Background: an optimization exercise with open tools, aiming at small area, a short achievable clock period and few clock cycles per item. Do not read the settings as production practice.
The RTL was checked by simulation tests, not by an equivalence proof against the original design.

## rgb2hsv_clk
module rgb2hsv_clk (
    input pclk,
    input rst,  
    input enable,  
    input[23:0] RGB24,
    output[24:0] HSV25,
    output reg hsv_done
);
Size in the first run: ~640 cells after synthesis, about 53 I/O pins, ~4600 sq um of cells after synthesis.
==> flow/config.mk <==
export PLATFORM = sky130hd
export DESIGN_NAME = rgb2hsv_clk
export DESIGN_NICKNAME = rgb2hsv_clk
export VERILOG_FILES = /design/flow/design.v
export SDC_FILE = /design/flow/constraint.sdc
export NUM_CORES = 4
export LEC_CHECK = 0
export CAP_MARGIN = 20
export CORE_MARGIN = 2
export CORE_UTILIZATION = 40
export SLEW_MARGIN = 20
==> flow/constraint.sdc <==
create_clock -name core_clock -period 8.0 [get_ports {pclk}]
set_input_delay 1.6000 -clock core_clock [delete_from_list [all_inputs] [get_ports {pclk}]]
set_output_delay 1.6000 -clock core_clock [all_outputs]
set_load 0.01 [all_outputs]
standard.sh (not shown) runs the stock make flow with config.mk's settings and CLKGATE_MAP_FILE= SYNTH_SCRIPT=/design/flow/synth_recipe.tcl, a recipe that flattens the netlist after the stock synthesis.
==> flow/flow/run.sh <==
#!/bin/bash
# Layout flow: the standard ORFS flow, with the ORFS variables listed in
# flow/make_args.txt (one VAR=value per line) added to its make command line,
# e.g. a tighter SETUP_SLACK_MARGIN for the timing repair.  If flow/abc.script
# exists, synthesis uses it as ABC's mapping script; everything else, and
# every later step, is the standard flow.  Each step's full output goes to a
# log file in this folder; ORFS's own logs stay under orfs/logs.
set -euo pipefail
ARGS=()
while IFS= read -r line; do
  [[ -z "$line" || "$line" == \#* ]] && continue
  ARGS+=("$line")
done < flow/make_args.txt
if [[ -f flow/abc.script ]]; then
  mkdir -p scripts_abc
  for f in "$FLOW_HOME"/scripts/*; do ln -sf "$f" scripts_abc/; done
  rm -f scripts_abc/abc_speed.script
  cp flow/abc.script scripts_abc/abc_speed.script
  bash standard.sh SCRIPTS_DIR="$PWD/scripts_abc" "${ARGS[@]}" synth > synth.log 2>&1
fi
bash standard.sh "${ARGS[@]}" finish > finish.log 2>&1
==> flow/flow/abc.script <==
&get -n
&st
&syn2
&dch -f
&nf -R 1000
&put
buffer -c
upsize -c
dnsize -c
==> flow/flow/make_args.txt <==
SETUP_SLACK_MARGIN=4.8
ADDER_MAP_FILE=
SKIP_GATE_CLONING=1
BUFFER_PORTS_ARGS=-buffer_cell sky130_fd_sc_hd__buf_1
CTS_BUF_LIST=sky130_fd_sc_hd__clkbuf_4 sky130_fd_sc_hd__clkbuf_8
The first run ran to the end with no violations.
Testbench counts at the start, summed over its fixed seeds: cycles 28,792, items 2,400.
Edit:
==> flow/flow/abc.script (replaced) <==
&get -n
&st
&syn2
&dch -f
&nf -R 1000
&st
&syn2
&dch -f
&nf -R 1000
&put
buffer -c
upsize -c
dnsize -c
--- a/flow/flow/make_args.txt
+++ b/flow/flow/make_args.txt
@@ -1 +1 @@
-SETUP_SLACK_MARGIN=4.8
+SETUP_SLACK_MARGIN=5.0
@@ -3 +2,0 @@
-SKIP_GATE_CLONING=1
=> The new run went through all stages and came out clean. Setup slack degrades by 310 ps. Final cell count climbs by a little under a tenth. Routed wire length climbs by a little under a tenth.

---

Starting RTL as in the previous note.
Settings: LEC_CHECK=0, CAP_MARGIN=20, CORE_MARGIN=2, CORE_UTILIZATION=40, SLEW_MARGIN=20; clock period 8.0 ns.
==> flow/flow/abc.script <==
&get -n
&st
&syn2
&dch -f
&nf -R 1000
&put
buffer -c
upsize -c
dnsize -c
==> flow/flow/make_args.txt <==
SETUP_SLACK_MARGIN=5.25
ADDER_MAP_FILE=
BUFFER_PORTS_ARGS=-buffer_cell sky130_fd_sc_hd__buf_1
CTS_BUF_LIST=sky130_fd_sc_hd__clkbuf_4 sky130_fd_sc_hd__clkbuf_8
Scripts as last shown in full above: flow/flow/run.sh
Testbench counts at the start, summed over its fixed seeds: cycles 28,792, items 2,400.
Change:
==> flow/flow/abc.script (replaced) <==
&get -n
&st
&syn2
&dch -f
&nf -R 1000
&put
--- a/flow/flow/make_args.txt
+++ b/flow/flow/make_args.txt
@@ -1 +1 @@
-SETUP_SLACK_MARGIN=5.25
+SETUP_SLACK_MARGIN=4.8
Result:
- die area came out lower by about 5%
- synthesized cell count came out lower by about 7%
- routed wire length came out lower by 13%
Change:
==> flow/flow/abc.script (replaced) <==
&get -n
&st
&syn2
&dch -f
&nf -R 1000
&put
buffer -c
upsize -c
dnsize -c
--- a/flow/flow/make_args.txt
+++ b/flow/flow/make_args.txt
@@ -1 +1 @@
-SETUP_SLACK_MARGIN=4.8
+SETUP_SLACK_MARGIN=4.6
Outcome: The changed run ran to the end with no violations; setup slack gets worse by 160 ps; routed wire length goes up by 5.6%; critical path depth rises by 1; cell count shrinks by 1.1%.
Change:
--- a/flow/flow/make_args.txt
+++ b/flow/flow/make_args.txt
@@ -1 +1 @@
-SETUP_SLACK_MARGIN=4.6
+SETUP_SLACK_MARGIN=4.8
@@ -2,0 +3 @@
+GPL_TIMING_DRIVEN=0
What happened: Setup slack improved by 200 ps; core utilization rose by 3.0 points; final area rose by a little under a tenth; routed wire length rose by a little under a tenth.
Change:
--- a/flow/flow/make_args.txt
+++ b/flow/flow/make_args.txt
@@ -3 +3 @@
-GPL_TIMING_DRIVEN=0
+CORE_UTILIZATION=60
Cell area is lower by a few percent.
Register-to-register slack gets worse by 20 ps.
Maximum frequency is lower slightly.
Critical path depth went down by 3.
Wire length decreases by about a fifth.
Setup slack gets worse by 15 ps.
Global-route usage grows by 6.9 points.

re-timing with driven ports:
The flow's constraints put no driver on any port. The routed layouts listed below were extracted and timed again, unchanged, in two steps. Step 1 (the two cells are an assumption about what drives the block):
set clk [get_ports {pclk}]
set_driving_cell -lib_cell sky130_fd_sc_hd__clkbuf_16 $clk
set_driving_cell -lib_cell sky130_fd_sc_hd__buf_2 [delete_from_list [all_inputs] $clk]
Step 2 times the ports against the registers' clock, not the clock port: input delays grow and output delays shrink by t, the midpoint of the rising clock arrivals with the driver on. a / b / c = no drivers / after step 1 / after step 2; a / b = the first two.
run | shift t [ns] | slack for setup (ns) | clock arrival spread, ns
the first run of note 1 | 0.353 | 5.008 / 5.008 / 5.008 | 0.007 / 0.007
the second run of note 1 | 0.360 | 4.697 / 4.697 / 4.697 | 0.010 / 0.010
the first run of note 2 | 0.368 | 5.116 / 5.116 / 5.116 | 0.014 / 0.014
the second run of note 2 | 0.351 | 4.955 / 4.955 / 4.955 | 0.010 / 0.010
the third run of note 2 | 0.354 | 4.797 / 4.797 / 4.797 | 0.010 / 0.010
the fourth run of note 2 | 0.356 | 4.993 / 4.993 / 4.993 | 0.013 / 0.013
the fifth run of note 2 | 0.341 | 4.978 / 4.978 / 4.978 | 0.013 / 0.013
After both steps setup and hold are still met in every run listed.
